This is an optimization exercise on Yosys and OpenROAD, whose aim is small area, not a production implementation.
The flow treats the clock pin as an ideal source, which a real chip does not have.

==> job 7763: inputs <==
// fir
module fir(data_out, out_enable, data_in, sample_enable, coef_enable, error, clk, reset);
Settings: LEC_CHECK=0, CAP_MARGIN=20, CORE_MARGIN=2, CORE_UTILIZATION=40, SLEW_MARGIN=20, SYNTH_HIERARCHICAL=1; clock period 12.0 ns.
standard.sh (not shown) runs the stock make flow with config.mk's settings and CLKGATE_MAP_FILE= SYNTH_SCRIPT=/design/flow/synth_recipe.tcl, a recipe that flattens the netlist after the stock synthesis.
==> flow/flow/run.sh <==
#!/bin/bash
# The standard layout, with smaller port buffers and a clock tree built
# from small clock buffers without dummy balancing loads.
set -uo pipefail
bash standard.sh \
  "BUFFER_PORTS_ARGS=-buffer_cell sky130_fd_sc_hd__buf_1" \
  "CTS_ARGS=-sink_clustering_enable -repair_clock_nets -buf_list sky130_fd_sc_hd__clkbuf_4 -root_buf sky130_fd_sc_hd__clkbuf_8 -dont_use_dummy_load" \
  finish > standard_make.log 2>&1
==> inputs of job 5256, as changes to job 7763 <==
--- a/flow/design.v
+++ b/flow/design.v
@@ -779,16 +779,12 @@
 	wire o637;
 	wire o638;
 	wire o639;
 	wire o640;
 	wire o641;
 	wire o642;
-	wire r643;
-	wire o644;
-	wire r645;
-	wire o646;
 	fir_ha u0 (c4[1], c4[0], s0, k0);
 	fir_fa u1 (c4[2], c4[1], k0, s1, k1);
 	fir_fa u2 (c4[3], c4[2], k1, s2, k2);
 	fir_fa u3 (c4[4], c4[3], k2, s3, k3);
 	fir_fa u4 (c4[5], c4[4], k3, s4, k4);
 	fir_fa u5 (c4[6], c4[5], k4, s5, k5);
@@ -1101,13 +1097,14 @@
 	fir_fa u452 (p384, k445, s451, s452, k452);
 	fir_fa u453 (p104, p192, p280, s453, k453);
 	fir_fa u454 (p368, k446, k447, s454, k454);
 	fir_fa u455 (s452, s453, k448, s455, k455);
 	fir_fa u456 (s454, s455, p16, s456, k456);
 	fir_fa u457 (p32, k449, s456, s457, k457);
-	fir_fa u458 (s457, k450, 1'b1, s458, k458);
+	fir_xnor u458 (s457, k450, s458);
+	fir_or v458 (s457, k450, k458);
 	fir_fa u459 (p139, p227, p315, s459, k459);
 	fir_fa u460 (p403, p122, p210, s460, k460);
 	fir_fa u461 (p298, p386, k451, s461, k461);
 	fir_fa u462 (s459, s460, s461, s462, k462);
 	fir_fa u463 (k452, p106, p194, s463, k463);
 	fir_fa u464 (p282, p370, k453, s464, k464);
@@ -1125,13 +1122,14 @@
 	fir_fa u476 (p284, p372, k463, s476, k476);
 	fir_fa u477 (k464, s474, p20, s477, k477);
 	fir_fa u478 (p36, p52, k465, s478, k478);
 	fir_fa u479 (s475, s476, k466, s479, k479);
 	fir_fa u480 (s477, s478, k467, s480, k480);
 	fir_fa u481 (s479, k468, s480, s481, k481);
-	fir_fa u482 (s481, k469, 1'b1, s482, k482);
+	fir_xnor u482 (s481, k469, s482);
+	fir_or v482 (s481, k469, k482);
 	fir_fa u483 (p159, p247, p335, s483, k483);
 	fir_fa u484 (p423, p142, p230, s484, k484);
 	fir_fa u485 (p318, p406, k470, s485, k485);
 	fir_fa u486 (s483, s484, s485, s486, k486);
 	fir_fa u487 (k471, p126, p214, s487, k487);
 	fir_fa u488 (p302, p390, k472, s488, k488);
@@ -1159,13 +1157,14 @@
 	fir_fa u510 (p288, p376, k491, s510, k510);
 	fir_fa u511 (s506, k492, k493, s511, k511);
 	fir_fa u512 (s507, k494, s508, s512, k512);
 	fir_fa u513 (s509, s510, k495, s513, k513);
 	fir_fa u514 (s511, k496, s512, s514, k514);
 	fir_fa u515 (s513, k497, s514, s515, k515);
-	fir_fa u516 (s515, k498, 1'b1, s516, k516);
+	fir_xnor u516 (s515, k498, s516);
+	fir_or v516 (s515, k498, k516);
 	fir_fa u517 (p162, p250, p338, s517, k517);
 	fir_fa u518 (p426, k499, s517, s518, k518);
 	fir_fa u519 (k500, p146, p234, s519, k519);
 	fir_fa u520 (p322, p410, k501, s520, k520);
 	fir_fa u521 (k502, s518, s519, s521, k521);
 	fir_fa u522 (s520, k503, p58, s522, k522);
@@ -1178,13 +1177,14 @@
 	fir_fa u529 (p378, s525, k508, s529, k529);
 	fir_fa u530 (k509, k510, k511, s530, k530);
 	fir_fa u531 (s526, s527, s528, s531, k531);
 	fir_fa u532 (s529, k512, s530, s532, k532);
 	fir_fa u533 (k513, s531, k514, s533, k533);
 	fir_fa u534 (s532, s533, k515, s534, k534);
-	fir_fa u535 (s534, k516, 1'b1, s535, k535);
+	fir_xnor u535 (s534, k516, s535);
+	fir_or v535 (s534, k516, k535);
 	fir_fa u536 (p164, p252, p340, s536, k536);
 	fir_fa u537 (p428, k517, k518, s537, k537);
 	fir_fa u538 (s536, p148, p236, s538, k538);
 	fir_fa u539 (p324, p412, k519, s539, k539);
 	fir_fa u540 (k520, s537, p60, s540, k540);
 	fir_fa u541 (p76, k521, s538, s541, k541);
@@ -1214,13 +1214,14 @@
 	fir_fa u565 (k545, k546, s561, s565, k565);
 	fir_fa u566 (s562, s563, k547, s566, k566);
 	fir_fa u567 (k548, s564, k549, s567, k567);
 	fir_fa u568 (s565, k550, s566, s568, k568);
 	fir_fa u569 (k551, s567, k552, s569, k569);
 	fir_fa u570 (s568, s569, k553, s570, k570);
-	fir_fa u571 (s570, k554, 1'b1, s571, k571);
+	fir_xnor u571 (s570, k554, s571);
+	fir_or v571 (s570, k554, k571);
 	fir_fa u572 (p168, p256, p344, s572, k572);
 	fir_fa u573 (p432, k555, p80, s573, k573);
 	fir_fa u574 (k556, s572, p152, s574, k574);
 	fir_fa u575 (p240, p328, p416, s575, k575);
 	fir_fa u576 (p64, k557, s573, s576, k576);
 	fir_fa u577 (k558, k559, p135, s577, k577);
@@ -1230,79 +1231,84 @@
 	fir_fa u581 (s577, k562, s578, s581, k581);
 	fir_fa u582 (k563, k564, s579, s582, k582);
 	fir_fa u583 (s580, k565, s581, s583, k583);
 	fir_fa u584 (k566, s582, k567, s584, k584);
 	fir_fa u585 (s583, k568, s584, s585, k585);
 	fir_fa u586 (k569, s585, k570, s586, k586);
-	fir_fa u587 (s586, k571, 1'b1, s587, k587);
+	fir_xnor u587 (s586, k571, s587);
+	fir_or v587 (s586, k571, k587);
 	fir_fa u588 (p170, p258, p346, s588, k588);
 	fir_fa u589 (p434, p82, k572, s589, k589);
 	fir_fa u590 (k573, s588, s589, s590, k590);
 	fir_fa u591 (p154, p242, p330, s591, k591);
 	fir_fa u592 (p418, p66, k574, s592, k592);
 	fir_fa u593 (k575, k576, k577, s593, k593);
 	fir_fa u594 (k578, s590, s591, s594, k594);
 	fir_fa u595 (s592, k579, s593, s595, k595);
 	fir_fa u596 (k580, k581, s594, s596, k596);
 	fir_fa u597 (k582, s595, k583, s597, k597);
 	fir_fa u598 (s596, k584, s597, s598, k598);
 	fir_fa u599 (k585, s598, k586, s599, k599);
-	fir_fa u600 (p172, p260, p348, s600, k600);
-	fir_fa u601 (p436, p84, k588, s601, k601);
-	fir_fa u602 (k589, p155, p243, s602, k602);
-	fir_fa u603 (p331, p419, p67, s603, k603);
-	fir_fa u604 (s600, s601, k590, s604, k604);
-	fir_fa u605 (k591, s602, s603, s605, k605);
-	fir_fa u606 (k592, k593, s604, s606, k606);
-	fir_fa u607 (k594, s605, k595, s607, k607);
-	fir_fa u608 (s606, k596, s607, s608, k608);
-	fir_fa u609 (k597, s608, k598, s609, k609);
-	fir_fa u610 (s609, k599, 1'b1, s610, k610);
-	fir_fa u611 (p174, p262, p350, s611, k611);
-	fir_fa u612 (p438, p86, k600, s612, k612);
-	fir_fa u613 (k601, k602, k603, s613, k613);
-	fir_fa u614 (s611, s612, k604, s614, k614);
-	fir_fa u615 (k605, s613, s614, s615, k615);
-	fir_fa u616 (k606, k607, s615, s616, k616);
-	fir_fa u617 (k608, s616, k609, s617, k617);
-	fir_fa u618 (s617, k610, 1'b1, s618, k618);
+	fir_xnor u600 (s599, k587, s600);
+	fir_or v600 (s599, k587, k600);
+	fir_fa u601 (p172, p260, p348, s601, k601);
+	fir_fa u602 (p436, p84, k588, s602, k602);
+	fir_fa u603 (k589, p155, p243, s603, k603);
+	fir_fa u604 (p331, p419, p67, s604, k604);
+	fir_fa u605 (s601, s602, k590, s605, k605);
+	fir_fa u606 (k591, s603, s604, s606, k606);
+	fir_fa u607 (k592, k593, s605, s607, k607);
+	fir_fa u608 (k594, s606, k595, s608, k608);
+	fir_fa u609 (s607, k596, s608, s609, k609);
+	fir_fa u610 (k597, s609, k598, s610, k610);
+	fir_fa u611 (s610, k599, k600, s611, k611);
+	fir_fa u612 (p174, p262, p350, s612, k612);
+	fir_fa u613 (p438, p86, k601, s613, k613);
+	fir_fa u614 (k602, k603, k604, s614, k614);
+	fir_fa u615 (s612, s613, k605, s615, k615);
+	fir_fa u616 (k606, s614, s615, s616, k616);
+	fir_fa u617 (k607, k608, s616, s617, k617);
+	fir_fa u618 (k609, s617, k610, s618, k618);
 	fir_fa u619 (p175, p263, p351, s619, k619);
-	fir_fa u620 (p439, p87, k611, s620, k620);
-	fir_fa u621 (s619, k612, k613, s621, k621);
-	fir_fa u622 (s620, k614, s621, s622, k622);
-	fir_fa u623 (k615, s622, k616, s623, k623);
-	fir_fa u624 (s623, k617, k618, s624, k624);
+	fir_fa u620 (p439, p87, k612, s620, k620);
+	fir_fa u621 (s619, k613, k614, s621, k621);
+	fir_fa u622 (s620, k615, s621, s622, k622);
+	fir_fa u623 (k616, s622, k617, s623, k623);
+	fir_xnor u624 (s623, k618, s624);
+	fir_or v624 (s623, k618, k624);
 	assign o625 = ~s441;
 	assign o626 = ~s444;
 	assign o627 = ~s450;
 	assign o628 = ~s458;
 	assign o629 = ~s469;
 	assign o630 = ~s482;
 	assign o631 = ~s498;
 	assign o632 = ~s516;
 	assign o633 = ~s535;
 	assign o634 = ~s554;
 	assign o635 = ~s571;
 	assign o636 = ~s587;
-	assign o637 = ~s599;
-	assign o638 = ~s610;
+	assign o637 = ~s600;
+	assign o638 = ~s611;
 	assign o639 = ~s618;
 	assign o640 = ~s624;
-	assign o641 = o637 ^ ~k587;
-	assign o642 = o638 ^ (~k587 & o637);
-	assign r643 = o637 & o638;
-	assign o644 = o639 ^ (~k587 & r643);
-	assign r645 = r643 & o639;
-	assign o646 = o640 ^ (~k587 & r645);
-	assign data_out = {o646, o644, o642, o641, o636, o635, o634, o633, o632, o631, o630, o629, o628, o627, o626, o625};
+	assign o641 = o639 ^ ~k611;
+	assign o642 = o640 ^ (~k611 & o639);
+	assign data_out = {o642, o641, o638, o637, o636, o635, o634, o633, o632, o631, o630, o629, o628, o627, o626, o625};
 endmodule
 module fir_fa(input a, input b, input c, output s, output co);
 	assign s = a ^ b ^ c;
 	assign co = (a & b) | (c & (a ^ b));
 endmodule
 module fir_sel3(output y, input s1, input a1, input s2, input a2, input s3, input a3);
 	assign y = ~((s1 & a1) | (s2 & a2) | (s3 & a3));
 endmodule
+module fir_xnor(input a, input b, output y);
+	assign y = ~(a ^ b);
+endmodule
+module fir_or(input a, input b, output y);
+	assign y = a | b;
+endmodule
 module fir_ha(input a, input b, output s, output co);
 	assign s = a ^ b;
 	assign co = a & b;
 endmodule
==> flow/flow/run.sh (replaced) <==
#!/bin/bash
# The standard layout with these changes: port buffers chosen per direction
# (flow/pre_gpl.tcl), global placement that is not timing driven, only
# small buffers for the resizer (flow/small_bufs.tcl), and a clock tree of
# clock buffers without dummy balancing loads.
set -uo pipefail
here=$(pwd)
bash standard.sh synth > standard_synth.log 2>&1 || exit 1
bash standard.sh \
  "DONT_BUFFER_PORTS=1" \
  "PRE_GLOBAL_PLACE_TCL=$here/flow/pre_gpl.tcl" \
  "PRE_RESIZE_TCL=$here/flow/small_bufs.tcl" \
  "PRE_CTS_TCL=$here/flow/small_bufs.tcl" \
  "PRE_GLOBAL_ROUTE_TCL=$here/flow/small_bufs.tcl" \
  "CTS_ARGS=-sink_clustering_enable -repair_clock_nets -buf_list sky130_fd_sc_hd__clkbuf_4 -root_buf sky130_fd_sc_hd__clkbuf_8 -dont_use_dummy_load" \
  finish > standard_make.log 2>&1
==> flow/flow/pre_gpl.tcl (new file) <==
# Runs before global placement: drop the buffers synthesis left in the
# netlist, then give each input port a buf_2 and each output port a buf_1.
remove_buffers
buffer_ports -inputs -buffer_cell sky130_fd_sc_hd__buf_2
buffer_ports -outputs -buffer_cell sky130_fd_sc_hd__buf_1
==> flow/flow/small_bufs.tcl (new file) <==
set_dont_use {sky130_fd_sc_hd__buf_6 sky130_fd_sc_hd__buf_8 sky130_fd_sc_hd__buf_12 sky130_fd_sc_hd__buf_16 sky130_fd_sc_hd__bufbuf_8 sky130_fd_sc_hd__bufbuf_16}
==> flow/config.mk (replaced) <==
export PLATFORM = sky130hd
export DESIGN_NAME = fir
export DESIGN_NICKNAME = fir
export VERILOG_FILES = /design/flow/design.v
export SDC_FILE = /design/flow/constraint.sdc
export NUM_CORES = 4
export LEC_CHECK = 0
export CAP_MARGIN = 20
export CELL_PAD_IN_SITES_DETAIL_PLACEMENT = 1
export CELL_PAD_IN_SITES_GLOBAL_PLACEMENT = 1
export CORE_MARGIN = 2
export CORE_UTILIZATION = 40
export GPL_TIMING_DRIVEN = 0
export SLEW_MARGIN = 20
export SYNTH_HIERARCHICAL = 1
==> inputs of job 2669, as changes to job 7763 <==
==> flow/config.mk (replaced) <==
export PLATFORM = sky130hd
export DESIGN_NAME = fir
export DESIGN_NICKNAME = fir
export VERILOG_FILES = /design/flow/design.v
export SDC_FILE = /design/flow/constraint.sdc
export NUM_CORES = 4
export LEC_CHECK = 0
export CAP_MARGIN = 20
export CELL_PAD_IN_SITES_DETAIL_PLACEMENT = 1
export CELL_PAD_IN_SITES_GLOBAL_PLACEMENT = 1
export CORE_MARGIN = 2
export CORE_UTILIZATION = 40
export SLEW_MARGIN = 20
export SYNTH_HIERARCHICAL = 1
==> comparison table <==
quantity	job 5256	job 7763	job 2669
Endpoint of the lowest-slack register-to-register path	x4n[5]	x4n[2]	x3n[3]
Proportion of cell area occupied by multi-input gates	0.6970	0.6800	0.6827
Util after Layout	0.4327	0.4407	0.4393
Result of the run	timing/DRC/antenna clean	timing/DRC/antenna clean	timing/DRC/antenna clean
Count of multi-input gates	551	556	556
Met2 Routed Length	16,080 microns	14,800 microns	15,850 microns
Core area	22,780 sq um	23,260 sq um	23,260 sq um
H-tree level count	-	3	3
Worst Max-Slew Pin Slew	1.104 ns	0.7289 ns	0.8009 ns
Mux cell area share after synthesis	0.02200	0.02184	0.02184
Die Wd	156.7 microns	157.3 microns	157.3 microns
Xor and xnor fraction of the mapped netlist area	0.008453	0.001864	0.001864
Last weighted congestion value of the routability-driven placer	1.019	1.055	1.035
Via count of the first global-routing pass	7,275	7,397	7,528
Number of inserted filler cells in the final layout	2,329	2,147	2,404
Minimum clock period	11.61 ns	11.66 ns	11.73 ns
Final worst setup slack	0.3880 ns	0.3420 ns	0.2715 ns
Compound-Gate Fraction of Synth Area	0.1602	0.1599	0.1599
Hold_ws	0.5300 ns	0.4865 ns	0.4887 ns
First-pass GRT wire length	48,660 microns	47,990 microns	50,660 microns
Number of distinct standard cells referenced by the synthesized netlist	32	34	34
Syn Inst Count	663	659	659
Slowest stage cell, crit path	a222oi_1	fa_1	a222oi_1
Max Freq	86.12 MHz	85.78 MHz	85.26 MHz
No run of this note included a check of the RTL's function; only the layout flow was run.

[port drivers added, routing unchanged]
Ports are ideal in the flow. The routed layouts listed here were re-timed in OpenROAD. Step 1 assumes that a clkbuf_16 drives the clock port and a buf_2 every other input. Step 2 times the ports against the registers' clock, not the clock port: input delays grow and output delays shrink by t, the midpoint of the rising clock arrivals with the driver on. Three values: no drivers, after step 1, after step 2; two values: the first two.
| run | shift t [ns] | slack for setup (ns) | worst setup path at the end | worst data-port slew with drivers (ns) |
|---|---|---|---|---|
| job 7763 | 0.398 | 0.342 / 0.304 / 0.447 | input to output | 0.03 |
| job 5256 | 0.409 | 0.388 / 0.346 / 0.756 | register to output | 0.03 |
| job 2669 | 0.410 | 0.271 / 0.232 / 0.341 | input to output | 0.03 |
After both steps every run listed still meets setup and hold.
